Source: an optimization exercise on an open RTL-to-GDS flow (aim: small area and a short achievable clock period). Production flows keep margins and buffers that such runs may drop.
At most, simulation tests tie the RTL to the original design; equivalence was not proved.
No functional check of the RTL was part of runs 3 to 8.
Power figures rest on the tool's default switching activity, not on a simulated workload.

==> flow/design.v <==
`default_nettype none
module free_list #(
    parameter LEN = 32 + 16,
    parameter LBITS = $clog2(LEN)
) (
    input wire i_clk,
    input wire i_rst_n,
    input wire [LBITS - 1:0] i_ret_p0,
    input wire [LBITS - 1:0] i_ret_p1,
    input wire [LBITS - 1:0] i_ret_p2,
    input wire [LBITS - 1:0] i_ret_p3,
    input wire [2:0] i_ret_count,
    input wire [2:0] i_req_count,
    output reg [LBITS - 1:0] o_req0,
    output reg [LBITS - 1:0] o_req1,
    output reg [LBITS - 1:0] o_req2,
    output reg [LBITS - 1:0] o_req3,
    output reg [2:0] o_req_count,
    output reg [LBITS - 1:0] o_avail_count
);
    localparam NN = 12;    
    reg [47:0] free;
    function automatic [1:0] sadd(input [1:0] x, input [1:0] y);
        sadd = {x[1] | y[1] | (x[0] & y[0]), x[0] | y[0]};
    endfunction
    wire [1:0] ncnt [0:NN - 1];
    wire [1:0] lo0 [0:NN - 1];
    wire [1:0] lo1 [0:NN - 1];
    wire [1:0] hi0 [0:NN - 1];
    wire [1:0] hi1 [0:NN - 1];
    genvar j;
    generate
        for (j = 0; j < NN; j = j + 1) begin : g_nib
            wire a = free[4 * j], b = free[4 * j + 1], c = free[4 * j + 2], d = free[4 * j + 3];
            assign ncnt[j] = {(a & b) | (a & c) | (a & d) | (b & c) | (b & d) | (c & d), a | b | c | d};
            assign lo0[j] = a ? 2'd0 : b ? 2'd1 : c ? 2'd2 : 2'd3;
            assign lo1[j] = (a & b) ? 2'd1 : ((a | b) & c) ? 2'd2 : 2'd3;
            assign hi0[j] = d ? 2'd3 : c ? 2'd2 : b ? 2'd1 : 2'd0;
            assign hi1[j] = (d & c) ? 2'd2 : ((d | c) & b) ? 2'd1 : 2'd0;
        end
    endgenerate
    wire [1:0] sl [0:4][0:NN - 1];    
    wire [1:0] sh [0:4][0:NN - 1];    
    genvar lv;
    generate
        for (j = 0; j < NN; j = j + 1) begin : g_p0
            assign sl[0][j] = ncnt[j];
            assign sh[0][j] = ncnt[j];
        end
        for (lv = 0; lv < 4; lv = lv + 1) begin : g_lv
            for (j = 0; j < NN; j = j + 1) begin : g_j
                if (j >= (1 << lv)) begin : g_l
                    assign sl[lv + 1][j] = sadd(sl[lv][j - (1 << lv)], sl[lv][j]);
                end else begin : g_lc
                    assign sl[lv + 1][j] = sl[lv][j];
                end
                if (j + (1 << lv) < NN) begin : g_h
                    assign sh[lv + 1][j] = sadd(sh[lv][j], sh[lv][j + (1 << lv)]);
                end else begin : g_hc
                    assign sh[lv + 1][j] = sh[lv][j];
                end
            end
        end
    endgenerate
    wire [4:0] q = {i_req_count[2], i_req_count[2] | (i_req_count[1] & i_req_count[0]),
                    i_req_count[2] | i_req_count[1], i_req_count != 3'd0, 1'b1};
    wire nl1 = q[1], nl2 = q[3], nh1 = q[2], nh2 = q[4];
    wire [LBITS - 1:0] tl0 [0:NN - 1];
    wire [LBITS - 1:0] tl1 [0:NN - 1];
    wire [LBITS - 1:0] th0 [0:NN - 1];
    wire [LBITS - 1:0] th1 [0:NN - 1];
    wire [47:0] taken;
    generate
        for (j = 0; j < NN; j = j + 1) begin : g_sel
            wire [1:0] pl = (j == 0) ? 2'b00 : sl[4][j - 1];
            wire [1:0] ph = (j == NN - 1) ? 2'b00 : sh[4][j + 1];
            wire l0 = ~pl[0], l1 = pl[0] & ~pl[1];    
            wire h0 = ~ph[0], h1 = ph[0] & ~ph[1];
            wire [3:0] nib = j;
            wire sl0 = l0 & ncnt[j][0];
            wire sl1 = (l0 & ncnt[j][1]) | (l1 & ncnt[j][0]);
            wire sh0 = h0 & ncnt[j][0];
            wire sh1 = (h0 & ncnt[j][1]) | (h1 & ncnt[j][0]);
            assign tl0[j] = {LBITS{sl0}} & {nib, lo0[j]};
            assign tl1[j] = {LBITS{sl1}} & {nib, l0 ? lo1[j] : lo0[j]};
            assign th0[j] = {LBITS{sh0}} & {nib, hi0[j]};
            assign th1[j] = {LBITS{sh1}} & {nib, h0 ? hi1[j] : hi0[j]};
            wire wl1 = (l0 & nl1) | (l1 & nl2), wl2 = l0 & nl2;
            wire wh1 = (h0 & nh1) | (h1 & nh2), wh2 = h0 & nh2;
            wire a = free[4 * j], b = free[4 * j + 1], c = free[4 * j + 2], d = free[4 * j + 3];
            wire [1:0] bl1 = {1'b0, a}, bl2 = {a & b, a | b}, bl3 = {(a & b) | (a & c) | (b & c), a | b | c};
            wire [1:0] bh2 = {1'b0, d}, bh1 = {d & c, d | c}, bh0 = {(d & c) | (d & b) | (c & b), d | c | b};
            assign taken[4 * j]     = a & (wl1 | (bh0[0] ? (~bh0[1] & wh2) : wh1));
            assign taken[4 * j + 1] = b & ((bl1[0] ? wl2 : wl1) | (bh1[0] ? (~bh1[1] & wh2) : wh1));
            assign taken[4 * j + 2] = c & ((bl2[0] ? (~bl2[1] & wl2) : wl1) | (bh2[0] ? wh2 : wh1));
            assign taken[4 * j + 3] = d & ((bl3[0] ? (~bl3[1] & wl2) : wl1) | wh1);
        end
    endgenerate
    reg [LBITS - 1:0] cl0, cl1, ch0, ch1;
    integer jj;
    always @(*) begin
        cl0 = 0; cl1 = 0; ch0 = 0; ch1 = 0;
        for (jj = 0; jj < NN; jj = jj + 1) begin
            cl0 = cl0 | tl0[jj];
            cl1 = cl1 | tl1[jj];
            ch0 = ch0 | th0[jj];
            ch1 = ch1 | th1[jj];
        end
    end
    wire [3:0] rv = {i_ret_count[2], i_ret_count[2] | (i_ret_count[1] & i_ret_count[0]),
                     i_ret_count[2] | i_ret_count[1], i_ret_count != 3'd0};
    wire [LBITS - 1:0] rp [0:3];
    assign rp[0] = i_ret_p0;
    assign rp[1] = i_ret_p1;
    assign rp[2] = i_ret_p2;
    assign rp[3] = i_ret_p3;
    wire [5:0] rh [0:3];
    wire [7:0] rl [0:3];
    genvar k, i;
    generate
        for (k = 0; k < 4; k = k + 1) begin : g_pre
            for (i = 0; i < 6; i = i + 1) begin : g_h
                assign rh[k][i] = rv[k] & (rp[k][5:3] == i);
            end
            for (i = 0; i < 8; i = i + 1) begin : g_l
                assign rl[k][i] = rp[k][2:0] == i;
            end
        end
    endgenerate
    wire [47:0] ret;
    generate
        for (i = 0; i < 48; i = i + 1) begin : g_ret
            assign ret[i] = (rh[0][i / 8] & rl[0][i % 8]) | (rh[1][i / 8] & rl[1][i % 8]) |
                            (rh[2][i / 8] & rl[2][i % 8]) | (rh[3][i / 8] & rl[3][i % 8]);
        end
    endgenerate
    wire [4:0] rc1h = {i_ret_count == 3'd4, i_ret_count == 3'd3, i_ret_count == 3'd2,
                       i_ret_count == 3'd1, i_ret_count == 3'd0};
    wire [4:0] qc1h = {i_req_count == 3'd4, i_req_count == 3'd3, i_req_count == 3'd2,
                       i_req_count == 3'd1, i_req_count == 3'd0};
    reg [8:0] dsel;    
    reg [LBITS - 1:0] avail_n;
    integer ri, qi, m;
    always @(*) begin
        dsel = 9'b0;
        for (ri = 0; ri < 5; ri = ri + 1)
            for (qi = 0; qi < 5; qi = qi + 1)
                dsel[ri - qi + 4] = dsel[ri - qi + 4] | (rc1h[ri] & qc1h[qi]);
        avail_n = {LBITS{1'b0}};
        for (m = 0; m < 9; m = m + 1)
            avail_n = avail_n | ({LBITS{dsel[m]}} & (o_avail_count + m - 4));
    end
    always @(posedge i_clk, negedge i_rst_n) begin
        if (!i_rst_n) begin
            free <= {48{1'b1}};
            o_avail_count <= LEN;
            o_req_count <= 3'd0;
        end else begin
            free <= (free & ~taken) | ret;
            o_avail_count <= avail_n;
            o_req_count <= i_req_count;
        end
    end
    always @(posedge i_clk) begin
        o_req0 <= cl0;
        o_req1 <= ch0;
        o_req2 <= cl1;
        o_req3 <= ch1;
    end
endmodule
==> flow/run.sh <==
#!/bin/bash
# synth_recipe.tcl (not shown) runs the flow's synth.tcl, then flattens the netlist and writes it again
# the make line also repeats each setting of config.mk as NAME=value (left out here)
make -C /OpenROAD-flow-scripts/flow DESIGN_CONFIG=/design/flow/config.mk WORK_HOME=/design/flow/orfs CLKGATE_MAP_FILE= SYNTH_SCRIPT=/design/flow/synth_recipe.tcl finish
==> flow/config.mk <==
export PLATFORM = sky130hd
export DESIGN_NAME = free_list
export DESIGN_NICKNAME = free_list
export VERILOG_FILES = /design/flow/design.v
export SDC_FILE = /design/flow/constraint.sdc
export NUM_CORES = 4
export LEC_CHECK = 0
export ABC_AREA = 1
export CAP_MARGIN = 20
export CORE_MARGIN = 2
export CORE_UTILIZATION = 40
export SETUP_SLACK_MARGIN = 0.2
export SLEW_MARGIN = 20
==> flow/constraint.sdc <==
create_clock -name core_clock -period 7.0 [get_ports {i_clk}]
set_input_delay 1.4000 -clock core_clock [delete_from_list [all_inputs] [get_ports {i_clk}]]
set_output_delay 1.4000 -clock core_clock [all_outputs]
set_load 0.01 [all_outputs]
==> results of run 1 <==
[synth_stat cells, drive strengths merged, types with 2 or more instances]
master and n:
o31ai 3, o221ai 7, or2 5, a31oi 12
nand4 19, xor2 10, clkbuf 2, buf 7
xnor2 2, o21ai 94, o211ai 15, a21oi 64
ha 9, o311ai 5, a221oi 15, nand2 450
nand3 142, a21o 2, nor3 70, nor2 300
dfrtp 7, o21a 2, a211oi 16, nor3b 3
o2111ai 5, dfxtp 24, nor4 7, inv 230
a311oi 4, a21boi 5, dfstp 50, o22ai 62
[area by class of cell]
type | instances | share of cell area [%]
Multi-Input combinational cell | 1332 | 61.7
Sequential cell | 81 | 18.0
Inverter | 231 | 7.93
Timing Repair Buffer | 67 | 6.02
Tap cell | 319 | 3.65
Clock buffer | 13 | 2.47
Clock inverter | 3 | 0.206
Antenna cell | 1 | 0.0229
[routing by layer]
layer / global-route usage, % / vias up
li1: - / 5686
met1: 43.5 / 5475
met2: 53.5 / 665
met3: 5.08 / 133
met4: 15.2 / 2
met5: 0 / -
[state kept, by name (all words and copies together) (netlist names)]
name           cells
o_req_count        3
o_req1             6
free              48
o_req0             6
o_req3             6
o_req2             6
o_avail_count      6
[tightest hold or removal path, stage by stage (launching register included)]
cell,delay [ns]
dfstp_2,0.40
nand2_1,0.07
nand3_1,0.06
[cells by family after synthesis]
kind of cell | synth area share, %
DFF | 20.5
xor gates and xnor gates | 1.09
buffers and inverters | 9.45
AOI/OAI and AO/OA | 20.1
and+or+nand+nor | 47.8
adders and majority gates | 1.17
[through the flow]
stage	area, µm²	utilization, %
2_1_floorplan	9630	-
4_1_cts	10900	46.5
3_3_place_gp	10600	45.2
6_report	10900	46.5
3_5_place_dp	10600	45.2
5_1_grt	10900	46.5
[worst max path at each step]
stage	cells past startpoint	startpoint	end	slack [ns]
5_1_grt	14	i_req_count[2]	free[5]	2.57
3_3_place_gp	14	i_req_count[2]	free[5]	2.63
6_report	14	i_req_count[2]	free[5]	2.76
2_1_floorplan	10	i_ret_count[2]	o_avail_count[5]	4.27
3_5_place_dp	14	i_req_count[2]	free[5]	2.53
4_1_cts	14	i_req_count[2]	free[5]	2.91
[power breakdown]
group / internal (mW) / leakage (nW) / switching [mW]
clock network: 0.272 / 0.146 / 0.224
registers: 0.624 / 0.806 / 0.115
logic: 0.881 / 4.06 / 2.17
[placed cells by master, fill, tap and decap left out, drive strengths merged, types with 50 or more instances in the layout]
cell type      Yosys  final
clkdlybuf4s50      0     63
dfstp             50     50
o22ai             62     62
a21oi             64     64
nor3              70     70
nand2            450    450
o21ai             94     94
nand3            142    142
inv              230    231
nor2             300    300
==> flow_metrics.tcl, run 1 <==
set metrics [dict create \
    outcome "timing/DRC/antenna clean" \
    rsz0062_at_grt "false" \
    seqCellArea_mm2 0.00197 \
    nFillCells 2583 \
    clk_latency_ns 0.36 \
    syn_inst 1653 \
    maxSlewHeadroom_pct 30.5 \
    cts_sinks 81 \
    grt_pass1_vias 10900 \
    finalHoldWorstSlack_ns 0.534 \
    clk_pin_slew_worst_paths_ns 0.07 \
    met2_length_um 19200 \
    dp_hpwl_um 35000 \
    initial_core_util_pct 40.9 \
    slew_viol_final 0 \
    root_buffer "clkbuf_16" \
    synthToLayoutAreaGrowth_pct 13.6 \
    synth_area_per_cell_um2 5.83 \
    die_x_um 159 \
    critPathKind "in2reg" \
    ctsHoldBuffers 0 \
    h-tree-depth 3 \
    synth_top_area_share_pct 16.5 \
    grt_start_max_net_pins 58 \
    vdd_ir_drop_max_v 0.000168 \
    cts_tree "built" \
    ys_types 52 \
    crit_path_end_kind "register" \
    dp.cells 2030 \
    whs_path_depth 2 \
    syn_nets 1694 \
    finalClockSkew_ns 0.00899 \
    grtUsageTotal_pct 33.1 \
    fin_cells 2047 \
    hold_end "o_avail_count[5]" \
    post_cts.repair.setup_buffers 0 \
    firstDrtPassIters 6 \
    dieHeight_um 159 \
    gr-total-overflow 0 \
    total_power_mw 4.29 \
    ys_seq_area_share_pct 20.5 \
    max_stage_delay_ns 0.61 \
    synth_edf_count 0 \
    synth_top_flop_cell "dfstp_2" \
    num_rows 56 \
    dr.max_layer_used "met5" \
    critPathBufInv 5 \
    arrival_ns 4.55 \
    fin_crit_ns 4.24 \
    synth_area_leaders "nand2_1 (17%), dfstp_2 (14%), nor2_1 (9.7%)" \
    routabilityCongestion 1.02 \
    drv_cap 0 \
    coreArea_mm2 0.0235 \
    start_kind "input port" \
    synthArstFlopShare_pct 70.4 \
    r2r_start "free[0]" \
    critPathRequiredTime_ns 7.30 \
    route.met3.wl_um 3670 \
    cts_buffers 9 \
    drtIter0Drc 1362 \
    r2r_cells 10 \
    postRouteAntennaNets 0 \
    routedWlPerCell_um 20.9 \
    path_cells "clkdlybuf4s50_1, buf_4, nor2_2, nand2_1, inv_1, nor2_1, inv_1, o21ai_0, inv_1, nand3_1, o21ai_0, o21ai_0, a21o_1, nand2_1" \
    cts_resized 0 \
    grt_pass1_wl_um 65000 \
    finalCritPeriodShare_pct 60.6 \
    worstMarginPinSlew_ns 1.02 \
    final_hold_viol_count 0 \
    post-place-ws_ns 2.53 \
    drcViolationCount 0 \
    ys_seq_elements 81 \
    mappedNetlistArea_mm2 0.00963 \
    via_per_inst 5.84 \
    drt-met1-wl_um 17800 \
    antenna_found_initial 2 \
    synth_top_area_cell "nand2_1" \
    r2r-end "free[21]" \
    cts_buffer_depth 2 \
    io_pins 65 \
    routed_wl_um 42900 \
    slowest_stage "nor2_2" \
    io_buffers 64 \
    layout-drive-gt1-share_pct 9.96 \
    synth_warnings 1 \
    final_nets 1763 \
    setup_viol 0 \
    rrSetupSlack_ns 4.14 \
    powerDensity_mw_per_mm2 392 \
    die-area_mm2 0.0253 \
    path_max_fanout 23 \
    fin_ws_ns 2.76 \
    holdCritStartpoint "o_avail_count[5]" \
    multi_input_area_mm2 0.00675 \
    hold_class "reg2reg" \
    max_freq_mhz 236 \
    final.setup.tns_ns 0 \
    vias 12000 \
    leakagePower_nw 5.01 \
    critical_path.top_delay_family "simple AND/OR/NAND/NOR gates" \
]
==> inputs of run 2 (changes only) <==
--- a/flow/config.mk
+++ b/flow/config.mk
@@ -11,3 +11,3 @@
 export CORE_UTILIZATION = 40
-export SETUP_SLACK_MARGIN = 0.2
+export SETUP_SLACK_MARGIN = 4.5
 export SLEW_MARGIN = 20
==> run 2 against run 1 <==
Die area unchanged; wire length is 14% higher; synthesized area unchanged; critical endpoint is now free[18]; core utilization grew 11 points; largest cell class unchanged; synthesized cell count is the same; combinational power increased by 15%; critical path depth did not move; via count increased by 9.0%; worst hold slack better by 0.028 ns; highest routed layer unchanged; sequential share of layout area down 3.4 points; still clean; first-iteration DRC count up 6.6%.
==> flow_metrics.tcl, run 2 <==
set metrics [dict create \
    dieHeight_um 159 \
    power.internal_mw 1.93 \
    setup_viol 0 \
    leakagePower_nw 6.08 \
    vdd_ir_drop_max_v 0.000158 \
    dp.cells 2030 \
    p_comb_share_pct 74.6 \
    post-place-ws_ns 2.73 \
    postRouteAntennaNets 0 \
    num_rows 56 \
    initial_core_util_pct 40.9 \
    synth_top_area_cell "nand2_1" \
    h-tree-depth 3 \
    finalCritPeriodShare_pct 37.3 \
    p_switching_mw 2.78 \
    fin_ws_ns 4.39 \
    r2r_start "free[29]" \
    die-area_mm2 0.0253 \
    gr-total-overflow 0 \
    multi_input_area_mm2 0.00839 \
    regMostFlops "free" \
    p_sw_share_pct 58.9 \
    io_buffers 64 \
    route.met3.wl_um 4440 \
    p_seq_share_pct 15.3 \
    layout-drive-gt1-share_pct 30.6 \
    whs_path_depth 2 \
    via_per_inst 6.04 \
    cts_tree "built" \
    ys_seq_elements 81 \
    syn_inst 1653 \
    critPathKind "in2reg" \
    syn_nets 1694 \
    nFillCells 2361 \
    worstMarginPinSlew_ns 0.867 \
    root_buffer "clkbuf_16" \
    hold_class "reg2reg" \
    routed_wl_um 49100 \
    grt_pass1_wl_um 72200 \
    grtUsageTotal_pct 37.1 \
    synth_area_per_cell_um2 5.83 \
    io_pins 65 \
    clk_latency_ns 0.37 \
    dr.max_layer_used "met5" \
    synth_area_leaders "nand2_1 (17%), dfstp_2 (14%), nor2_1 (9.7%)" \
    holdCritStartpoint "free[15]" \
    synth_edf_count 0 \
    arrival_ns 2.89 \
    rsz0062_at_grt "true" \
    routabilityCongestion 1.03 \
    finalClockSkew_ns 0.0100 \
    outcome "timing/DRC/antenna clean" \
    largest_register_ffs 48 \
    met2_length_um 22100 \
    synthToLayoutAreaGrowth_pct 40.9 \
    max_freq_mhz 383 \
    maxSlewHeadroom_pct 42.2 \
    total_power_mw 4.71 \
    cts_buffers 9 \
    routedWlPerCell_um 22.7 \
    firstDrtPassIters 6 \
    final_area_mm2 0.0136 \
    antenna_found_initial 2 \
    final_common_cell "nand2_1" \
    synthArstFlopShare_pct 70.4 \
    synth_warnings 1 \
    vias 13000 \
    p_clk_share_pct 10.1 \
    powerDensity_mw_per_mm2 347 \
    clk_pin_slew_worst_paths_ns 0.07 \
    yosys-top-cells-count "nand2_1 (424), nor2_1 (250), inv_1 (213)" \
    fin_crit_ns 2.61 \
    die_x_um 159 \
    dpl_cell_area_mm2 0.0107 \
    synth_top_flop_cell "dfstp_2" \
    drv_cap 0 \
    drcViolationCount 0 \
    fin_cells 2160 \
    synth_top_area_share_pct 16.5 \
    synthMostInstantiatedCell "nand2_1" \
    cts_buffer_depth 2 \
    final_hold_viol_count 0 \
    critPathRequiredTime_ns 7.28 \
    mostFrequentLayoutCells "nand2_1 (396), nor2_1 (220), inv_1 (168), nand3_1 (108), buf_4 (98)" \
    start_kind "input port" \
    path_max_fanout 4 \
    cts_sinks 81 \
    grt_pass1_vias 12000 \
    dp_hpwl_um 37100 \
    mappedNetlistArea_mm2 0.00963 \
    grt_start_max_net_pins 58 \
    final_nets 1877 \
    drtIter0Drc 1452 \
    coreArea_mm2 0.0235 \
    final.setup.tns_ns 0 \
    ys_seq_area_share_pct 20.5 \
    slew_viol_final 0 \
    crit_path_end_kind "register" \
    drt-met1-wl_um 19000 \
    seqCellArea_mm2 0.00197 \
    ys_types 52 \
    r2r_cells 15 \
    num_antenna_cells 0 \
    setup.worst_path.start "i_req_count[2]" \
]
[run 2: power groups by stage]
| stage | registers [mW] | clock network [mW] | logic, mW |
|---|---|---|---|
| finish | 0.720 | 0.474 | 3.52 |
| global route | 0.736 | 0.497 | 3.75 |
| CTS | 0.714 | 0.481 | 3.17 |
| detailed placement | 0.744 | 0 | 3.02 |
| global placement | 0.744 | 0 | 3.04 |
| floorplan | 0.752 | 0 | 1.96 |
[run 2: layout make-up]
| cell class | instances | area share, % |
|---|---|---|
| clock inverter | 4 | 0.212 |
| multi-input combinational | 1333 | 61.9 |
| sequential | 81 | 14.6 |
| inverter | 231 | 6.78 |
| clock buffer | 12 | 1.82 |
| timing repair buffer | 180 | 11.8 |
| tap | 319 | 2.94 |
[run 2: worst paths after layout]
path                       slack, ns                to
setup / recovery                4.39          free[18]
hold / removal                  0.56          free[15]
setup reg to reg                4.41         o_req3[1]
hold reg to reg                 0.56          free[15]
max in group asynchronous       5.14  o_avail_count[1]
min in group asynchronous       1.27    o_req_count[2]
[run 2: kinds of logic (layout without fill, tap and decap cells)]
| family | count (synthesis) | in the layout | share of synthesized area (%) |
|---|---|---|---|
| AO/OA/AOI/OAI | 313 | 313 | 20.1 |
| adder cells (fa/ha/maj) | 9 | 9 | 1.17 |
| buffers and inverters | 240 | 427 | 9.45 |
| XOR/XNOR | 12 | 12 | 1.09 |
| flip-flops | 81 | 81 | 20.5 |
| AND/OR/NAND/NOR | 998 | 999 | 47.8 |
[run 2: per-layer routing]
metal / vias to the layer above / track usage (%)
li1: 5960 / -
met1: 6058 / 45.6
met2: 790 / 60.0
met3: 226 / 6.93
met4: 2 / 23.8
met5: - / 0
[run 2: worst max-delay path, cell delays in order]
cell,delay (ns)
buf_8,0.08
buf_12,0.10
nor2_4,0.03
buf_12,0.14
nor2_4,0.14
inv_2,0.07
nor2_4,0.12
nand2_4,0.08
nor2_4,0.25
nand2_2,0.10
o211ai_1,0.17
a21oi_1,0.06
nand2_1,0.07
o211ai_1,0.08
[run 2: what timing repair did]
action	in CTS	in global routing
gates cloned	2	1
buffers inserted	67	44
endpoints found under the setup margin	96	67
pin swaps	54	75
resized for setup	350	170
hold endpoints to repair	0	0
hold buffers	0	0
[run 2: metrics by stage]
stage	util, %	hold WS [ns]
final	57.6	0.563
after global routing	57.6	0.578
after CTS	53.4	0.562
after detailed placement	45.6	0.542
after global placement	45.6	0.532
after floorplan	-	0.486
==> inputs of run 3 (changes only) <==
--- a/flow/design.v
+++ b/flow/design.v
@@ -71,3 +71,3 @@
     wire [LBITS - 1:0] th1 [0:NN - 1];
-    wire [47:0] taken;
+    wire [47:0] keep;
     generate
@@ -87,11 +87,19 @@
             assign th1[j] = {LBITS{sh1}} & {nib, h0 ? hi1[j] : hi0[j]};
-            wire wl1 = (l0 & nl1) | (l1 & nl2), wl2 = l0 & nl2;
-            wire wh1 = (h0 & nh1) | (h1 & nh2), wh2 = h0 & nh2;
             wire a = free[4 * j], b = free[4 * j + 1], c = free[4 * j + 2], d = free[4 * j + 3];
-            wire [1:0] bl1 = {1'b0, a}, bl2 = {a & b, a | b}, bl3 = {(a & b) | (a & c) | (b & c), a | b | c};
-            wire [1:0] bh2 = {1'b0, d}, bh1 = {d & c, d | c}, bh0 = {(d & c) | (d & b) | (c & b), d | c | b};
-            assign taken[4 * j]     = a & (wl1 | (bh0[0] ? (~bh0[1] & wh2) : wh1));
-            assign taken[4 * j + 1] = b & ((bl1[0] ? wl2 : wl1) | (bh1[0] ? (~bh1[1] & wh2) : wh1));
-            assign taken[4 * j + 2] = c & ((bl2[0] ? (~bl2[1] & wl2) : wl1) | (bh2[0] ? wh2 : wh1));
-            assign taken[4 * j + 3] = d & ((bl3[0] ? (~bl3[1] & wl2) : wl1) | wh1);
+            wire [1:0] rl [0:3];
+            wire [1:0] rh [0:3];
+            assign rl[0] = pl;
+            assign rl[1] = sadd(pl, {1'b0, a});
+            assign rl[2] = sadd(pl, {a & b, a | b});
+            assign rl[3] = sadd(pl, {(a & b) | (a & c) | (b & c), a | b | c});
+            assign rh[3] = ph;
+            assign rh[2] = sadd(ph, {1'b0, d});
+            assign rh[1] = sadd(ph, {d & c, d | c});
+            assign rh[0] = sadd(ph, {(d & c) | (d & b) | (c & b), d | c | b});
+            genvar l;
+            for (l = 0; l < 4; l = l + 1) begin : g_b
+                assign keep[4 * j + l] = free[4 * j + l] &
+                                         (~nl1 | rl[l][1] | (rl[l][0] & ~nl2)) &
+                                         (~nh1 | rh[l][1] | (rh[l][0] & ~nh2));
+            end
         end
@@ -158,3 +166,3 @@
         end else begin
-            free <= (free & ~taken) | ret;
+            free <= keep | ret;
             o_avail_count <= avail_n;
==> run 3 against run 2 <==
Still clean on timing, DRC and antenna; via count fell by 2.9%; sequential power rose by 4.6%; critical path depth fell by 2; final area fell by 5.5%.
==> flow_metrics.tcl, run 3 <==
set metrics [dict create \
    p_comb_share_pct 73.0 \
    synthArstFlopShare_pct 70.4 \
    whs_path_depth 2 \
    ys_seq_area_share_pct 20.6 \
    maxSlewHeadroom_pct 42.8 \
    finalClockSkew_ns 0.0103 \
    num_rows 56 \
    io_pins 65 \
    final.setup.tns_ns 0 \
    synth_top_area_share_pct 14.0 \
    met2_usage_pct 61.3 \
    max_freq_mhz 382 \
    seqCellArea_mm2 0.00197 \
    r2r_start "free[2]" \
    leakagePower_nw 5.81 \
    critPathRequiredTime_ns 7.27 \
    grt_start_max_net_pins 58 \
    synthMostInstantiatedCell "nand2_1" \
    layout-drive-gt1-share_pct 29.2 \
    path_max_fanout 14 \
    cts_tree "built" \
    drcViolationCount 0 \
    slowest_stage "nor2_4" \
    hold_end "free[1]" \
    critical_path.top_delay_family "simple AND/OR/NAND/NOR gates" \
    dp_hpwl_um 38000 \
    p_seq_share_pct 16.3 \
    coreArea_mm2 0.0235 \
    holdCritStartpoint "free[1]" \
    critPathKind "in2reg" \
    initial_core_util_pct 40.8 \
    crit_top_cell "nor2_4" \
    final_common_cell "nand2_1" \
    vdd_ir_drop_max_v 0.000211 \
    p_switching_mw 2.68 \
    routabilityCongestion 1.05 \
    fin_crit_ns 2.62 \
    p_sw_share_pct 58.0 \
    powerDensity_mw_per_mm2 361 \
    ys_seq_elements 81 \
    synth_edf_count 0 \
    grt_pass1_vias 11600 \
    yosys-top-cells-count "nand2_1 (358), nor2_1 (229), inv_1 (197)" \
    slew_viol_final 0 \
    max_stage_delay_ns 0.27 \
    cts_sinks 81 \
    drtIter0Drc 1387 \
    ys_types 51 \
    die_x_um 159 \
    syn_nets 1635 \
    final_nets 1794 \
    vias 12700 \
    p_clk_share_pct 10.7 \
    rrSetupSlack_ns 4.55 \
    routed_wl_um 49500 \
    arrival_ns 2.89 \
    nFillCells 2379 \
    postRouteAntennaNets 0 \
    root_buffer "clkbuf_16" \
    path_cells "buf_16, inv_16, nor2_4, inv_4, nor2_4, nand2_2, nor2_4, nand2_2, o21ai_0, nand3_1, o211ai_1, o211ai_1" \
    grt_pass1_wl_um 72800 \
    r2r-end "o_req2[0]" \
    mappedNetlistArea_mm2 0.00957 \
    synth_area_leaders "nand2_1 (14%), dfstp_2 (14%), nor2_1 (9.0%)" \
    via_per_inst 6.09 \
    top_usage_layer "met2" \
    io_buffers 64 \
    worstMarginPinSlew_ns 0.850 \
    synth_area_per_cell_um2 6.00 \
    fin_cells 2078 \
    setup_viol 0 \
    drv_cap 0 \
    clk_pin_slew_worst_paths_ns 0.07 \
    start_kind "input port" \
    setup.worst_path.start "i_req_count[2]" \
    rsz0062_at_grt "true" \
    crit_path_end_kind "register" \
    cp.depth 12 \
    synth_top_area_cell "nand2_1" \
    synth_warnings 1 \
    multi_input_area_mm2 0.00787 \
    routedWlPerCell_um 23.8 \
    final_hold_viol_count 0 \
    dieHeight_um 159 \
    gr-total-overflow 0 \
    grt_util_met1_pct 50.2 \
    synth_top_flop_cell "dfstp_2" \
    syn_inst 1594 \
    h-tree-depth 3 \
    synthToLayoutAreaGrowth_pct 34.0 \
    r2r_cells 14 \
    mostFrequentLayoutCells "nand2_1 (333), nor2_1 (201), inv_1 (156), nand3_1 (87), buf_4 (86)" \
    critPathBufInv 3 \
    outcome "timing/DRC/antenna clean" \
    grtUsageTotal_pct 39.7 \
    die-area_mm2 0.0252 \
    cts_buffer_depth 2 \
    firstDrtPassIters 5 \
    largest_register_ffs 48 \
    gr-usage-met3_pct 7.73 \
    antenna_found_initial 2 \
    power.internal_mw 1.94 \
    dp.cells 1966 \
    finalCritPeriodShare_pct 37.4 \
    cts_buffers 9 \
    hold_class "reg2reg" \
    regMostFlops "free" \
    clk_latency_ns 0.37 \
]
## run 3: cell count changes in the layout (fill, tap and decap cells not counted), moves of 12 or more
cell / previous run / this run
a21oi_1: 53 / 65
buf_4: 98 / 86
inv_1: 168 / 156
nand2_1: 396 / 333
nand3_1: 108 / 87
nor2_1: 220 / 201
nor3_1: 30 / 16
o21ai_0: 50 / 84
o22ai_1: 43 / 64
## run 3: per-layer routing
| metal | part of all wire (%) | vias up |
|---|---|---|
| met1 | 39 | 5860 |
| met4 | 8.0 | 0 |
| met5 | 0 | - |
| met3 | 9.7 | 208 |
| met2 | 43 | 865 |
| li1 | - | 5730 |
## run 3: stage by stage
stage / power [mW] / utilization, % / hold WS, ns / cell area, µm² / worst slack, ns
after floorplan: 2.69 / - / 0.474 / 9610 / 4.46
after global placement: 3.73 / 45.1 / 0.495 / 10600 / 2.53
after detailed placement: 3.70 / 45.1 / 0.501 / 10600 / 2.33
after CTS: 4.26 / 51.8 / 0.510 / 12200 / 4.46
after global routing: 4.87 / 54.6 / 0.537 / 12800 / 4.37
final: 4.63 / 54.6 / 0.507 / 12800 / 4.38
## run 3: kinds of logic (layout without fill, tap and decap cells)
kind of cell / count (synthesis) / after routing / share of synthesized area, %
other: 0 / 1 / 0
adder cells (fa/ha/maj): 10 / 10 / 1.28
AND/OR/NAND/NOR: 900 / 900 / 45.1
AO/OA/AOI/OAI: 355 / 355 / 22.4
buffers and inverters: 236 / 400 / 9.53
XOR/XNOR: 12 / 12 / 1.10
flip-flops: 81 / 81 / 20.6
## run 3: area by class of cell
| class | count | share of cell area, % |
|---|---|---|
| Timing Repair Buffer | 161 | 10.8 |
| Sequential cell | 81 | 15.4 |
| Multi-Input combinational cell | 1277 | 61.4 |
| Clock buffer | 12 | 1.84 |
| Tap cell | 319 | 3.11 |
| Clock inverter | 4 | 0.371 |
| Inverter | 223 | 7.10 |
| Antenna cell | 1 | 0.0195 |
## run 3: worst max path at each step
stage | to | slack, ns
floorplan | o_avail_count[3] | 4.46
global placement | free[9] | 2.53
detailed placement | free[9] | 2.33
CTS | free[40] | 4.46
global route | free[12] | 4.37
finish | free[25] | 4.38
## run 3: worst min-delay path, cell delays in order, from the launching register on
cell     delay (ns)
dfstp_2        0.38
nand3_1        0.08
nand2_1        0.05
## run 3: power groups by stage
stage / registers [mW] / clock network, mW / logic, mW
after global placement: 0.781 / 0 / 2.94
after CTS: 0.750 / 0.495 / 3.01
final: 0.753 / 0.495 / 3.38
after global routing: 0.771 / 0.517 / 3.59
after floorplan: 0.778 / 0 / 1.91
after detailed placement: 0.781 / 0 / 2.92
## run 3: repair_timing
| item | 4_1_cts | 5_1_grt |
|---|---|---|
| hold buffers | 0 | 0 |
| setup endpoints to repair | 97 | 63 |
| pin swaps | 44 | 52 |
| gates resized for setup | 304 | 122 |
| buffers inserted | 56 | 39 |
==> inputs of run 4 (changes only) <==
--- a/flow/config.mk
+++ b/flow/config.mk
@@ -11,3 +11,3 @@
 export CORE_UTILIZATION = 40
-export SETUP_SLACK_MARGIN = 4.5
+export SETUP_SLACK_MARGIN = 4.8
 export SLEW_MARGIN = 20
==> run 4 against run 3 <==
Sequential cell count is the same; largest power group unchanged; clock power grew 13%; sequential power grew 3%; worst setup slack gained 0.049 ns; synthesized cell count is the same; critical path depth shrank 1; sequential share of layout area shrank 3.1 points; clock-buffer cell count shrank 1.
==> flow_metrics.tcl, run 4 <==
set metrics [dict create \
    outcome "timing/DRC/antenna clean" \
    h-tree-depth 3 \
    worstMarginPinSlew_ns 0.912 \
    slew_viol_final 0 \
    gr-total-overflow 0 \
    synthArstFlopShare_pct 70.4 \
    cts_buffers 9 \
    rsz0062_at_grt "true" \
    grt_pass1_wl_um 75700 \
    post-place-ws_ns 2.94 \
    finalCritPeriodShare_pct 36.7 \
    io_pins 65 \
    yosys-top-cells-count "nand2_1 (358), nor2_1 (229), inv_1 (197)" \
    setup_viol 0 \
    routabilityCongestion 1.05 \
    finalHoldWorstSlack_ns 0.510 \
    routed_wl_um 55700 \
    crit_path_end_kind "register" \
    drv_cap 0 \
    firstDrtPassIters 6 \
    grtUsageTotal_pct 41.1 \
    root_buffer "clkbuf_16" \
    p_sw_share_pct 54.3 \
    antenna_found_initial 2 \
    p_seq_share_pct 12.6 \
    via_per_inst 6.21 \
    grt_start_max_net_pins 58 \
    power.internal_mw 2.81 \
    cts_tree "built" \
    final.setup.tns_ns 0 \
    vias 14000 \
    cts_sinks 81 \
    hold_class "reg2reg" \
    start_kind "input port" \
    nFillCells 1947 \
    final_nets 1970 \
    clk_latency_ns 0.37 \
    vdd_ir_drop_max_v 0.000328 \
    io_buffers 64 \
    postRouteAntennaNets 0 \
    dieHeight_um 159 \
    mappedNetlistArea_mm2 0.00957 \
    maxSlewHeadroom_pct 39.1 \
    final_common_cell "nand2_1" \
    synthMostInstantiatedCell "nand2_1" \
    mostFrequentLayoutCells "nand2_1 (258), buf_4 (204), nor2_1 (156), inv_1 (136), nor2_4 (92)" \
    dp_hpwl_um 38200 \
    arrival_ns 2.87 \
    coreArea_mm2 0.0235 \
    ys_seq_elements 81 \
    cts_buffer_depth 2 \
    critPathKind "in2reg" \
    fin_util_pct 68.7 \
    die_x_um 159 \
    p_clk_share_pct 9.1 \
    p_switching_mw 3.33 \
    syn_inst 1594 \
    ys_seq_area_share_pct 20.6 \
    synth_area_per_cell_um2 6.00 \
    layout-drive-gt1-share_pct 51.0 \
    synth_top_area_cell "nand2_1" \
    routedWlPerCell_um 24.7 \
    clk_pin_slew_worst_paths_ns 0.07 \
    leakagePower_nw 7.21 \
    synth_warnings 1 \
    die-area_mm2 0.0252 \
    drtIter0Drc 1643 \
    multi_input_area_mm2 0.00938 \
    fin_crit_ns 2.57 \
    powerDensity_mw_per_mm2 381 \
    ys_types 51 \
    drcViolationCount 0 \
    synth_edf_count 0 \
    path_max_fanout 6 \
    synthToLayoutAreaGrowth_pct 68.6 \
    largest_register_ffs 48 \
    p_comb_share_pct 78.3 \
    num_rows 56 \
    grt_pass1_vias 12200 \
    regMostFlops "free" \
    seqCellArea_mm2 0.00199 \
    synth_area_leaders "nand2_1 (14%), dfstp_2 (14%), nor2_1 (9.0%)" \
    syn_nets 1635 \
    fin_ws_ns 4.43 \
    initial_core_util_pct 40.8 \
    max_freq_mhz 389 \
    synth_top_flop_cell "dfstp_2" \
    synth_top_area_share_pct 14.0 \
    critPathRequiredTime_ns 7.30 \
    finalClockSkew_ns 0.0161 \
    final_hold_viol_count 0 \
]
## run 4: cell families (layout without fill, tap and decap cells)
group	count (synthesis)	in the layout	synth area share (%)
AO/OA/AOI/OAI	355	355	22.4
XOR/XNOR	12	12	1.10
adder cells (fa/ha/maj)	10	10	1.28
buffers and inverters	236	576	9.53
flip-flops	81	81	20.6
other	0	1	0
AND/OR/NAND/NOR	900	900	45.1
## run 4: through the flow
step / total power, mW / cell area [µm²] / instances
global route: 6.37 / 16100 / 2253
CTS: 4.94 / 13700 / 2127
detailed placement: 3.70 / 10700 / 1967
global placement: 3.73 / 10700 / 1967
finish: 6.14 / 16100 / 2254
floorplan: 2.70 / 9750 / 1594
## run 4: final cells by class
cell class                      count  share of cell area, %
Tap cell                          319                   2.47
Antenna cell                        1                 0.0155
Clock inverter                      5                  0.543
Inverter                          223                   6.13
Sequential cell                    81                   12.3
Clock buffer                       11                   1.50
Multi-Input combinational cell   1277                   58.2
Timing Repair Buffer              337                   18.9
## run 4: final timing paths
check	startpoint	to	slack, ns	cells past startpoint
max	i_req_count[2]	free[36]	4.43	11
min	free[43]	free[43]	0.51	2
min reg2reg	free[43]	free[43]	0.51	2
max in group asynchronous	i_rst_n	o_avail_count[2]	5.20	2
min in group asynchronous	i_rst_n	o_req_count[1]	1.23	2
max reg2reg	free[20]	free[14]	4.59	13
## run 4: critical path, cell delays in order
cell,delay [ns]
buf_6,0.10
buf_12,0.14
nor2_4,0.20
buf_6,0.14
clkinvlp_4,0.12
buf_12,0.17
o211ai_1,0.20
a211oi_2,0.09
nand2_1,0.12
nand3_2,0.09
nand2_1,0.10
## run 4: repair_timing
| action | CTS | global route |
|---|---|---|
| setup endpoints to repair | 108 | 95 |
| hold buffers | 0 | 0 |
| pin swaps | 133 | 177 |
| setup buffers | 144 | 126 |
| resized for setup | 651 | 357 |
## run 4: power groups by stage
stage / logic [mW] / registers, mW / clock network [mW]
final: 4.81 / 0.772 / 0.561
after global routing: 5.01 / 0.781 / 0.578
after detailed placement: 2.91 / 0.788 / 0
after floorplan: 1.92 / 0.778 / 0
after global placement: 2.94 / 0.789 / 0
after CTS: 3.62 / 0.757 / 0.563
## run 4: layer usage
metal,GRT usage (%),vias to the layer above,wire (µm)
met5,0,-,33
met4,29.5,4,5650
met3,7.87,352,5990
met2,64.4,1046,24000
met1,50.5,6509,20000
li1,-,6089,-
==> inputs of run 5 (changes only) <==
--- a/flow/config.mk
+++ b/flow/config.mk
@@ -10,4 +10,4 @@
 export CORE_MARGIN = 2
-export CORE_UTILIZATION = 40
-export SETUP_SLACK_MARGIN = 4.8
+export CORE_UTILIZATION = 65
+export SETUP_SLACK_MARGIN = 4.5
 export SLEW_MARGIN = 20
==> run 5 against run 4 <==
The run now fails in global routing (5_1_grt); synthesized area unchanged; synthesized cell count unchanged.
==> flow_metrics.tcl, run 5 <==
set metrics [dict create \
    outcome "aborted with a tool error" \
    haltStage "global routing (5_1_grt)" \
    error_message "[ERROR GRT-0232] Routing congestion too high. Check the congestion heatmap in the GUI." \
    ctsHoldBuffers 0 \
    dp.cells 1830 \
    synth_top_area_cell "nand2_1" \
    root_buffer "clkbuf_16" \
    cts_buffers 9 \
    dpl_cell_area_mm2 0.0104 \
    gr-total-overflow 8 \
    synth_area_per_cell_um2 6.00 \
    ys_types 51 \
    h-tree-depth 3 \
    worst-ep-kind "sequential cell input" \
    num_rows 44 \
    synthMuxAreaShare_pct 0 \
    routabilityCongestion 1.27 \
    io_buffers 64 \
    io_pins 65 \
    synth_top_flop_cell "dfstp_2" \
    post-place-ws_ns 2.70 \
    ys_seq_elements 81 \
    worst_endpoint "free[24]$_DFF_PN1_/D" \
    cts_buffer_depth 2 \
    synthSimpleGateAreaFrac_pct 45.1 \
    yosys-top-cells-count "nand2_1 (358), nor2_1 (229), inv_1 (197)" \
    syn_inst 1594 \
    synthMostInstantiatedCell "nand2_1" \
    cts_sinks 81 \
    synth_edf_count 0 \
    synth_compound_area_share_pct 22.4 \
    mappedNetlistArea_mm2 0.00957 \
    synth_warnings 1 \
    dieHeight_um 125 \
    initial_core_util_pct 66.1 \
    synth_area_leaders "nand2_1 (14%), dfstp_2 (14%), nor2_1 (9.0%)" \
    dp_hpwl_um 31100 \
    syn_nets 1635 \
    synth_top_family_by_area "simple AND/OR/NAND/NOR gates" \
    synthArstFlopShare_pct 70.4 \
    grt_start_max_net_pins 58 \
    synth_top_area_share_pct 14.0 \
    grtUsageTotal_pct 72.7 \
    die_x_um 125 \
    synth_xor_area_share_pct 1.10 \
    synth_adder_area_share_pct 1.28 \
    ys_seq_area_share_pct 20.6 \
]
run 5: cell counts after synthesis:
Identical to the previous run, type by type.
run 5: metrics by stage:
stage	power [mW]	utilization [%]
4_1_cts	4.03	78.9
3_5_place_dp	3.54	71.9
3_3_place_gp	3.49	71.9
2_1_floorplan	2.69	-
run 5: worst max-delay path by stage:
stage                                   to  cells after the start  slack [ns]
after floorplan           o_avail_count[3]                     11        4.46
after global placement             free[9]                     10        2.85
after detailed placement           free[9]                     10        2.70
after CTS                         free[12]                      6        4.34
run 5: layer usage:
metal	global-route usage (%)	overflow
met3	56.7	0
met2	89.5	4
met4	70.1	4
met5	17.3	0
met1	74.4	0
run 5: repair_timing:
action,CTS
pin swaps,20
gates resized for setup,215
endpoints found under the hold margin,0
buffers inserted,31
setup endpoints to repair,92
run 5: power groups by stage:
stage / combinational [mW] / clock [mW] / sequential, mW
2_1_floorplan: 1.91 / 0 / 0.778
3_3_place_gp: 2.71 / 0 / 0.772
3_5_place_dp: 2.77 / 0 / 0.778
4_1_cts: 2.83 / 0.460 / 0.747
run 5: kinds of logic after synthesis:
family          Yosys count
compound gates          355
simple gates            900
flops                    81
buf+inv                 236
xor+xnor                 12
fa+ha+maj                10
==> inputs of run 6 (changes only) <==
--- a/flow/config.mk
+++ b/flow/config.mk
@@ -10,4 +10,5 @@
 export CORE_MARGIN = 2
-export CORE_UTILIZATION = 65
+export CORE_UTILIZATION = 40
 export SETUP_SLACK_MARGIN = 4.5
 export SLEW_MARGIN = 20
+export TNS_END_PERCENT = 5
==> run 6 against run 5 <==
The run now finishes clean; synthesized area is the same; synthesized cell count is the same.
==> flow_metrics.tcl, run 6 <==
set metrics [dict create \
    outcome "timing/DRC/antenna clean" \
    fin_ws_ns 4.29 \
    finalCritPeriodShare_pct 38.8 \
    drv_cap 0 \
    grt_start_max_net_pins 58 \
    grt_pass1_vias 11300 \
    synth_top_family_by_area "simple AND/OR/NAND/NOR gates" \
    synthToLayoutAreaGrowth_pct 29.0 \
    mostFrequentLayoutCells "nand2_1 (337), nor2_1 (212), inv_1 (166), nand3_1 (91), o21ai_0 (87)" \
    ys_types 51 \
    arrival_ns 2.88 \
    syn_inst 1594 \
    root_buffer "clkbuf_16" \
    finalClockSkew_ns 0.0180 \
    ys_seq_area_share_pct 20.6 \
    powerDensity_mw_per_mm2 365 \
    dp_hpwl_um 38400 \
    die_x_um 159 \
    final_hold_viol_count 0 \
    dieHeight_um 159 \
    synth_adder_area_share_pct 1.28 \
    routed_wl_um 49000 \
    vdd_ir_drop_max_v 0.000198 \
    clk_pin_slew_worst_paths_ns 0.07 \
    max_freq_mhz 368 \
    postRouteAntennaNets 0 \
    layout-drive-gt1-share_pct 25.0 \
    synth_top_flop_cell "dfstp_2" \
    synth_top_area_share_pct 14.0 \
    regMostFlops "free" \
    clk_latency_ns 0.37 \
    vias 12400 \
    synthMostInstantiatedCell "nand2_1" \
    via_per_inst 6.04 \
    ctsHoldBuffers 0 \
    routabilityCongestion 1.09 \
    antenna_found_initial 3 \
    cts_tree "built" \
    slew_viol_final 0 \
    coreArea_mm2 0.0235 \
    synth_compound_area_share_pct 22.4 \
    p_seq_share_pct 16.8 \
    path_cells "nor2_4, nand2_4, nor2_4, buf_4, nand2_8, nor2_8, nand2_4, nor2_2, a221oi_1, nand4_1" \
    start_kind "register" \
    post-place-ws_ns 2.11 \
    path_max_fanout 9 \
    leakagePower_nw 5.62 \
    num_rows 56 \
    synth_edf_count 0 \
    synth_top_area_cell "nand2_1" \
    synthMuxAreaShare_pct 0 \
    io_pins 65 \
    r2r_start "free[40]" \
    rsz0062_at_grt "true" \
    synth_warnings 1 \
    maxSlewHeadroom_pct 37.7 \
    initial_core_util_pct 40.8 \
    drtIter0Drc 1407 \
    cts_sinks 81 \
    grtUsageTotal_pct 39.1 \
    synth_area_leaders "nand2_1 (14%), dfstp_2 (14%), nor2_1 (9.0%)" \
    mappedNetlistArea_mm2 0.00957 \
    routedWlPerCell_um 23.9 \
    io_buffers 64 \
    critPathRequiredTime_ns 7.17 \
    p_sw_share_pct 57.0 \
    drcViolationCount 0 \
    crit_path_end_kind "register" \
    p_comb_share_pct 70.4 \
    hold_class "reg2reg" \
    setup.worst_path.start "free[40]" \
    fin_crit_ns 2.71 \
    final.setup.tns_ns 0 \
    synth_xor_area_share_pct 1.10 \
    firstDrtPassIters 6 \
    die-area_mm2 0.0252 \
    h-tree-depth 3 \
    syn_nets 1635 \
    largest_register_ffs 48 \
    p_switching_mw 2.57 \
    yosys-top-cells-count "nand2_1 (358), nor2_1 (229), inv_1 (197)" \
    final_common_cell "nand2_1" \
    grt_pass1_wl_um 71200 \
    worstMarginPinSlew_ns 0.934 \
    holdCritStartpoint "free[1]" \
    synth_area_per_cell_um2 6.00 \
    synthArstFlopShare_pct 70.4 \
    cts_buffers 9 \
    setup_viol 0 \
    power.internal_mw 1.94 \
    synthSimpleGateAreaFrac_pct 45.1 \
    cts_buffer_depth 2 \
    critPathKind "reg2reg" \
    max_stage_delay_ns 0.74 \
    gr-total-overflow 0 \
    p_clk_share_pct 12.7 \
    slowest_stage "a221oi_1" \
    final_nets 1763 \
    ys_seq_elements 81 \
]
==> run 6: critical path: cells and delay by family (launching register included) <==
family	cells	cell delay [ns]
AO/OA/AOI/OAI	1	0.74
buffers and inverters	1	0.19
flip-flops	1	0.63
AND/OR/NAND/NOR	8	0.93
==> run 6: what timing repair did <==
| item | CTS | global route |
|---|---|---|
| buffers inserted | 43 | 19 |
| endpoints found under the hold margin | 0 | 0 |
| pin swaps | 26 | 17 |
| endpoints found under the setup margin | 100 | 101 |
| gates resized for setup | 174 | 100 |
==> run 6: through the flow <==
stage	instances	utilization (%)	instance area [µm²]	hold WS, ns	power [mW]
after CTS	2027	50.5	11900	0.516	4.36
after detailed placement	1968	45.1	10600	0.507	3.67
after floorplan	1594	-	9590	0.474	2.68
final	2047	52.6	12300	0.511	4.51
after global placement	1968	45.1	10600	0.493	3.69
after global routing	2046	52.6	12300	0.533	4.74
==> run 6: routing by layer <==
layer  part of all wire (%)  track usage [%]  vias up
met4                    8.1             26.4        4
li1                       -                -     5671
met3                    9.0             7.46      199
met2                     44             60.9      731
met5                  0.051                0        -
met1                     39             48.9     5764
==> run 6: logic make-up after synthesis <==
kind of cell / after synthesis
and+or+nand+nor: 900
DFF: 81
adders and majority gates: 10
xor gates and xnor gates: 12
buffers and inverters: 236
AOI/OAI and AO/OA: 355
==> run 6: final cells by class <==
cell class / instances / area (µm²)
Fill cell: 2436 / 11100
Multi-Input combinational cell: 1277 / 7530
Sequential cell: 81 / 1970
Timing Repair Buffer: 130 / 1220
Inverter: 223 / 883
Tap cell: 319 / 399
Clock buffer: 11 / 233
Clock inverter: 5 / 104
Antenna cell: 1 / 2.50
==> run 6: path summary, 6_finish.rpt <==
check	cells past startpoint	slack, ns	to
max	10	4.29	o_req1[1]
min	2	0.51	free[1]
max reg2reg	10	4.29	o_req1[1]
min reg2reg	2	0.51	free[1]
max in group asynchronous	2	5.22	o_avail_count[3]
min in group asynchronous	2	1.21	o_req_count[1]
==> run 6: power groups by stage <==
stage | clock (mW) | sequential, mW | combinational (mW)
after floorplan | 0 | 0.778 | 1.91
after global placement | 0 | 0.782 | 2.91
after detailed placement | 0 | 0.784 | 2.89
after CTS | 0.572 | 0.756 | 3.03
after global routing | 0.591 | 0.773 | 3.37
final | 0.575 | 0.759 | 3.17
==> inputs of run 7 (changes only) <==
--- a/flow/config.mk
+++ b/flow/config.mk
@@ -10,3 +10,3 @@
 export CORE_MARGIN = 2
-export CORE_UTILIZATION = 40
+export CORE_UTILIZATION = 52
 export SETUP_SLACK_MARGIN = 4.5
==> run 7 against run 6 <==
Fmax shrank 4.8%; highest routed layer is now met4; worst setup slack worse by 0.14 ns; synthesized cell count unchanged; global-route usage grew 6.3 points; wire length shrank 4.6%; clock skew fell by 0.0090 ns; combinational power is 3% higher; critical path type is now in2reg.
==> flow_metrics.tcl, run 7 <==
set metrics [dict create \
    outcome "timing/DRC/antenna clean" \
    synthMostInstantiatedCell "nand2_1" \
    critPathKind "in2reg" \
    path_max_fanout 6 \
    drv_cap 0 \
    hold_class "reg2reg" \
    clk_latency_ns 0.36 \
    num_antenna_cells 0 \
    r2r_cells 13 \
    routed_wl_um 46800 \
    initial_core_util_pct 53.1 \
    die-area_mm2 0.0195 \
    setup_viol 0 \
    power.internal_mw 1.94 \
    rrSetupSlack_ns 4.34 \
    crit_path_end_kind "register" \
    cts_buffer_depth 2 \
    cp.depth 8 \
    via_per_inst 6.62 \
    ctsHoldBuffers 0 \
    p_switching_mw 2.62 \
    routedWlPerCell_um 24.0 \
    critical_path.top_delay_family "buffers and inverters" \
    root_buffer "clkbuf_16" \
    h-tree-depth 3 \
    start_kind "input port" \
    syn_inst 1594 \
    final_hold_viol_count 0 \
    dpl_cell_area_mm2 0.0104 \
    routabilityCongestion 1.18 \
    max_freq_mhz 351 \
    p_sw_share_pct 57.5 \
    ys_seq_elements 81 \
    synth_warnings 1 \
    leakagePower_nw 5.54 \
    cts_buffers 9 \
    synth_top_area_share_pct 14.0 \
    vdd_ir_drop_max_v 0.000281 \
    worstMarginPinSlew_ns 0.862 \
    syn_nets 1635 \
    max_stage_delay_ns 0.42 \
    fin_util_pct 66.9 \
    grt_start_max_net_pins 58 \
    setup.worst_path.start "i_ret_count[2]" \
    io_buffers 64 \
    nFillCells 1666 \
    maxSlewHeadroom_pct 42.6 \
    yosys-top-cells-count "nand2_1 (358), nor2_1 (229), inv_1 (197)" \
    gr-total-overflow 0 \
    antenna_found_initial 1 \
    r2r_start "free[3]" \
    coreArea_mm2 0.0180 \
    synth_edf_count 0 \
    clk_pin_slew_worst_paths_ns 0.06 \
    synth_top_area_cell "nand2_1" \
    finalClockSkew_ns 0.00904 \
    synth_area_per_cell_um2 6.00 \
    vias 12900 \
    rsz0062_at_grt "true" \
    synth_area_leaders "nand2_1 (14%), dfstp_2 (14%), nor2_1 (9.0%)" \
    dieHeight_um 140 \
    drtIter0Drc 2045 \
    final_area_mm2 0.0121 \
    powerDensity_mw_per_mm2 379 \
    die_x_um 140 \
    arrival_ns 3.10 \
    final.setup.tns_ns 0 \
    p_comb_share_pct 71.9 \
    path_cells "clkdlybuf4s15_2, inv_2, o21ai_4, buf_4, nand3_2, inv_1, a21oi_1, o221ai_2" \
    mostFrequentLayoutCells "nand2_1 (338), nor2_1 (212), inv_1 (175), o21ai_0 (92), nand3_1 (86)" \
    ys_types 51 \
    cts_sinks 81 \
    slowest_stage "a21oi_1" \
    grt_pass1_wl_um 67800 \
    postRouteAntennaNets 0 \
    r2r-end "o_req2[0]" \
    synth_top_flop_cell "dfstp_2" \
    drcViolationCount 0 \
    critPathBufInv 4 \
    ys_seq_area_share_pct 20.6 \
    layout-drive-gt1-share_pct 24.1 \
    firstDrtPassIters 9 \
    cp-endpoint "free[0]" \
    slew_viol_final 0 \
    final_nets 1754 \
    num_rows 49 \
    finalCritPeriodShare_pct 40.7 \
    io_pins 65 \
    synthArstFlopShare_pct 70.4 \
    largest_register_ffs 48 \
    p_seq_share_pct 16.6 \
    grtUsageTotal_pct 45.4 \
    synthToLayoutAreaGrowth_pct 26.0 \
    final_common_cell "nand2_1" \
    cts_tree "built" \
    fin_crit_ns 2.85 \
    regMostFlops "free" \
    p_clk_share_pct 11.5 \
    dp_hpwl_um 35100 \
    grt_pass1_vias 11400 \
    critPathRequiredTime_ns 7.25 \
    mappedNetlistArea_mm2 0.00957 \
]
run 7: cell counts after synthesis:
No cell type changed its count.
run 7: worst min-delay path by stage:
stage | start | end | slack, ns | cells after the start
detailed placement | free[1] | free[1] | 0.50 | 2
global placement | free[1] | free[1] | 0.50 | 2
global route | free[47] | free[47] | 0.55 | 2
CTS | free[1] | free[1] | 0.51 | 2
finish | free[1] | free[1] | 0.51 | 2
floorplan | free[1] | free[1] | 0.47 | 2
run 7: stage by stage:
stage / power (mW) / worst slack (ns) / hold slack, ns / instances
4_1_cts: 4.23 / 4.31 / 0.510 / 1917
3_5_place_dp: 3.64 / 2.34 / 0.502 / 1875
2_1_floorplan: 2.68 / 4.44 / 0.474 / 1594
6_report: 4.56 / 4.15 / 0.509 / 1947
5_1_grt: 4.77 / 4.11 / 0.553 / 1947
3_3_place_gp: 3.64 / 2.67 / 0.499 / 1875
run 7: worst min-delay path, delay by kind of cell, from the launching register on:
family	cells	cell delay [ns]
flops	1	0.38
simple gates	2	0.13
run 7: area by class of cell:
type	count	area, µm²	area share (%)
Sequential cell	81	1970	16.4
Timing Repair Buffer	120	1080	9.00
Clock buffer	11	233	1.93
Clock inverter	5	80.1	0.664
Inverter	223	862	7.15
Multi-Input combinational cell	1278	7530	62.5
Tap cell	229	287	2.38
run 7: what timing repair did:
action                                  in CTS  in global routing
buffers inserted                            26                 29
gates cloned                                 0                  1
pin swaps                                   18                 28
gates resized for setup                    126                118
endpoints found under the setup margin      97                 99
hold endpoints to repair                     0                  0
run 7: logic make-up (layout without fill, tap and decap cells):
group / count (synthesis) / after routing / synth area share [%]
AO/OA/AOI/OAI: 355 / 355 / 22.4
XOR/XNOR: 12 / 12 / 1.10
flip-flops: 81 / 81 / 20.6
adder cells (fa/ha/maj): 10 / 10 / 1.28
AND/OR/NAND/NOR: 900 / 901 / 45.1
buffers and inverters: 236 / 359 / 9.53
run 7: metal layers:
metal	track usage, %	wire, µm	up-vias
li1	-	-	5653
met1	56.6	16600	5751
met2	67.5	19300	1148
met3	13.4	6580	328
met4	31.3	4260	0
met5	0	0	-
run 7: power groups by stage:
stage | Clock [mW] | Sequential, mW | Combinational, mW
final | 0.526 | 0.758 | 3.28
after detailed placement | 0 | 0.781 | 2.86
after global routing | 0.542 | 0.769 | 3.46
after global placement | 0 | 0.777 | 2.86
after floorplan | 0 | 0.778 | 1.91
after CTS | 0.523 | 0.750 | 2.96
==> inputs of run 8 (changes only) <==
--- a/flow/config.mk
+++ b/flow/config.mk
@@ -10,4 +10,4 @@
 export CORE_MARGIN = 2
-export CORE_UTILIZATION = 52
-export SETUP_SLACK_MARGIN = 4.5
+export CORE_UTILIZATION = 40
+export SETUP_SLACK_MARGIN = 4.3
 export SLEW_MARGIN = 20
==> run 8 against run 7 <==
Via count down 5.6%; final cell count up 3.0%; sequential cell count unchanged; worst setup slack better by 0.013 ns; wire length up 2.7%; fmax up 0.46%; final area down 4.7%; first-iteration DRC count down 25%; clock power down 2%; critical path depth up 2; still clean.
==> flow_metrics.tcl, run 8 <==
set metrics [dict create \
    multi_input_area_mm2 0.00712 \
    final_area_mm2 0.0115 \
    fin_crit_ns 2.84 \
    fin_cells 2006 \
    gr-total-overflow 0 \
    synthMostInstantiatedCell "nand2_1" \
    drcViolationCount 0 \
    seqCellArea_mm2 0.00197 \
    vdd_ir_drop_max_v 0.000196 \
    dieHeight_um 159 \
    finalClockSkew_ns 0.0121 \
    nFillCells 2477 \
    io_buffers 64 \
    clk_pin_slew_worst_paths_ns 0.07 \
    via_per_inst 6.06 \
    synthToLayoutAreaGrowth_pct 20.0 \
    drtIter0Drc 1543 \
    syn_nets 1635 \
    syn_inst 1594 \
    dpl_cell_area_mm2 0.0105 \
    hold_class "reg2reg" \
    mostFrequentLayoutCells "nand2_1 (350), nor2_1 (216), inv_1 (189), nand3_1 (112), o21ai_0 (92)" \
    num_antenna_cells 0 \
    max_freq_mhz 352 \
    routabilityCongestion 1.08 \
    cts_buffers 9 \
    grt_pass1_vias 10900 \
    h-tree-depth 3 \
    num_rows 56 \
    yosys-top-cells-count "nand2_1 (358), nor2_1 (229), inv_1 (197)" \
    critPathKind "reg2reg" \
    grt_pass1_wl_um 69900 \
    cts_sinks 81 \
    finalHoldWorstSlack_ns 0.524 \
    routedWlPerCell_um 23.9 \
    grtUsageTotal_pct 38.5 \
    rsz0062_at_grt "true" \
    setup_viol 0 \
    clk_latency_ns 0.36 \
    regMostFlops "free" \
    vias 12200 \
    powerDensity_mw_per_mm2 387 \
    synthArstFlopShare_pct 70.4 \
    path_max_fanout 9 \
    coreArea_mm2 0.0235 \
    synth_top_area_share_pct 14.0 \
    ys_seq_elements 81 \
    synth_warnings 1 \
    cts_buffer_depth 2 \
    initial_core_util_pct 40.8 \
    final_hold_viol_count 0 \
    worstMarginPinSlew_ns 0.820 \
    outcome "timing/DRC/antenna clean" \
    ctsHoldBuffers 0 \
    die_x_um 159 \
    synth_area_per_cell_um2 6.00 \
    fin_ws_ns 4.16 \
    final.setup.tns_ns 0 \
    post-place-ws_ns 2.00 \
    crit_path_end_kind "register" \
    fin_util_pct 48.9 \
    firstDrtPassIters 5 \
    slew_viol_final 0 \
    synth_area_leaders "nand2_1 (14%), dfstp_2 (14%), nor2_1 (9.0%)" \
    critPathRequiredTime_ns 7.26 \
    antenna_found_initial 0 \
    ys_seq_area_share_pct 20.6 \
    total_power_mw 4.45 \
    io_pins 65 \
    dp.cells 1966 \
    synth_edf_count 0 \
    layout-drive-gt1-share_pct 18.1 \
    maxSlewHeadroom_pct 45.4 \
    largest_register_ffs 48 \
    die-area_mm2 0.0252 \
    grt_start_max_net_pins 58 \
    cts_tree "built" \
    final_common_cell "nand2_1" \
    leakagePower_nw 5.19 \
    ys_types 51 \
    synth_top_flop_cell "dfstp_2" \
    mappedNetlistArea_mm2 0.00957 \
    finalCritPeriodShare_pct 40.6 \
    synth_top_area_cell "nand2_1" \
    dp_hpwl_um 38800 \
    final_nets 1723 \
    root_buffer "clkbuf_16" \
    routed_wl_um 48000 \
    postRouteAntennaNets 0 \
    drv_cap 0 \
    start_kind "register" \
    arrival_ns 3.10 \
]
run 8: cell types whose count changed in the layout (fill, tap and decap cells not counted), sizes merged, moves of 2 or more:
cell	delta
buf	-31
clkdlybuf4s50	+11
dlymetal6s2s	-8
clkinv	+3
clkinvlp	-2
run 8: kinds of logic after synthesis:
group | Yosys count | share of synthesized area, %
compound gates | 355 | 22.4
flops | 81 | 20.6
xor+xnor | 12 | 1.10
simple gates | 900 | 45.1
fa+ha+maj | 10 | 1.28
buf+inv | 236 | 9.53
run 8: worst paths after layout:
| kind | from | end | slack [ns] | cells past startpoint |
|---|---|---|---|---|
| worst max-delay path | free[10] | free[34] | 4.16 | 10 |
| worst min-delay path | free[1] | free[1] | 0.52 | 2 |
| worst max register to register | free[10] | free[34] | 4.16 | 10 |
| worst min register to register | free[1] | free[1] | 0.52 | 2 |
| max in group asynchronous | i_rst_n | o_avail_count[0] | 5.25 | 2 |
| min in group asynchronous | i_rst_n | o_avail_count[3] | 1.18 | 2 |
run 8: cell type report:
cell class | count | area share [%]
repair buffers | 90 | 7.35
well taps | 319 | 3.48
multi-input cells | 1277 | 62.0
clock inverters | 6 | 0.599
flip-flops and latches | 81 | 17.2
clock buffers | 10 | 1.99
inverters | 223 | 7.41
run 8: power by group:
part / internal [mW] / switching, mW / leakage, nW
logic: 0.920 / 2.25 / 4.25
clock network: 0.279 / 0.236 / 0.143
registers: 0.640 / 0.129 / 0.800
total: 1.84 / 2.61 / 5.19
run 8: repair_timing:
item	4_1_cts	5_1_grt
buffers inserted	12	12
resized for setup	91	38
endpoints found under the setup margin	64	70
pin swaps	12	7
run 8: metal layers:
| layer | vias to the layer above | GRT usage [%] | part of all wire [%] |
|---|---|---|---|
| met5 | - | 0 | 0 |
| met4 | 0 | 26.0 | 8.2 |
| met3 | 197 | 7.95 | 9.8 |
| met2 | 798 | 57.7 | 42 |
| met1 | 5568 | 49.7 | 40 |
| li1 | 5594 | - | - |
run 8: critical path, cell delays in order (launching register included):
cell and delay, ns:
dfstp_2 0.40, nor2_4 0.23, nand2_4 0.20, nor2_8 0.31
nor2_1 0.07, nor2_1 0.32, nand2_1 0.22, nor3b_1 0.37
nand2_1 0.18, o21ai_1 0.28, o211ai_1 0.15

## afterwards: timing with drivers on the ports
Ports are ideal in the flow. The routed layouts listed here were re-timed in OpenROAD. Step 1 sets driving cells, clkbuf_16 on the clock port and buf_2 on the other inputs (assumed; they add their load-dependent delay and slew). Step 2 adds t to the input delays and takes it off the output delays; t is the mean of the earliest and latest rising clock arrival at the registers after step 1. Input paths then give back, and output paths get back, about the clock's delay inside the block. a / b / c = ideal ports / drivers / drivers and shift; a / b = the first two.
run | shift t [ns] | setup slack, ns | hold WS [ns] | worst slew at a driven data input, ns
run 1 | 0.403 | 2.755 / 2.782 / 2.378 | 0.534 / 0.534 / 0.534 | 0.03
run 2 | 0.409 | 4.391 / 4.392 / 3.983 | 0.563 / 0.563 / 0.563 | 0.05
run 3 | 0.410 | 4.382 / 4.348 / 3.938 | 0.507 / 0.507 / 0.507 | 0.08
run 4 | 0.410 | 4.431 / 4.451 / 4.041 | 0.510 / 0.510 / 0.510 | 0.06
run 6 | 0.410 | 4.285 / 4.251 / 3.890 | 0.511 / 0.511 / 0.511 | 0.09
run 7 | 0.402 | 4.148 / 4.176 / 3.773 | 0.509 / 0.509 / 0.509 | 0.06
run 8 | 0.403 | 4.161 / 4.142 / 3.786 | 0.524 / 0.524 / 0.524 | 0.06
After both steps every run listed still meets setup and hold. The setup slack of run 3, which loses most, moves by -0.034 ns with the drivers and by -0.444 ns with both steps.
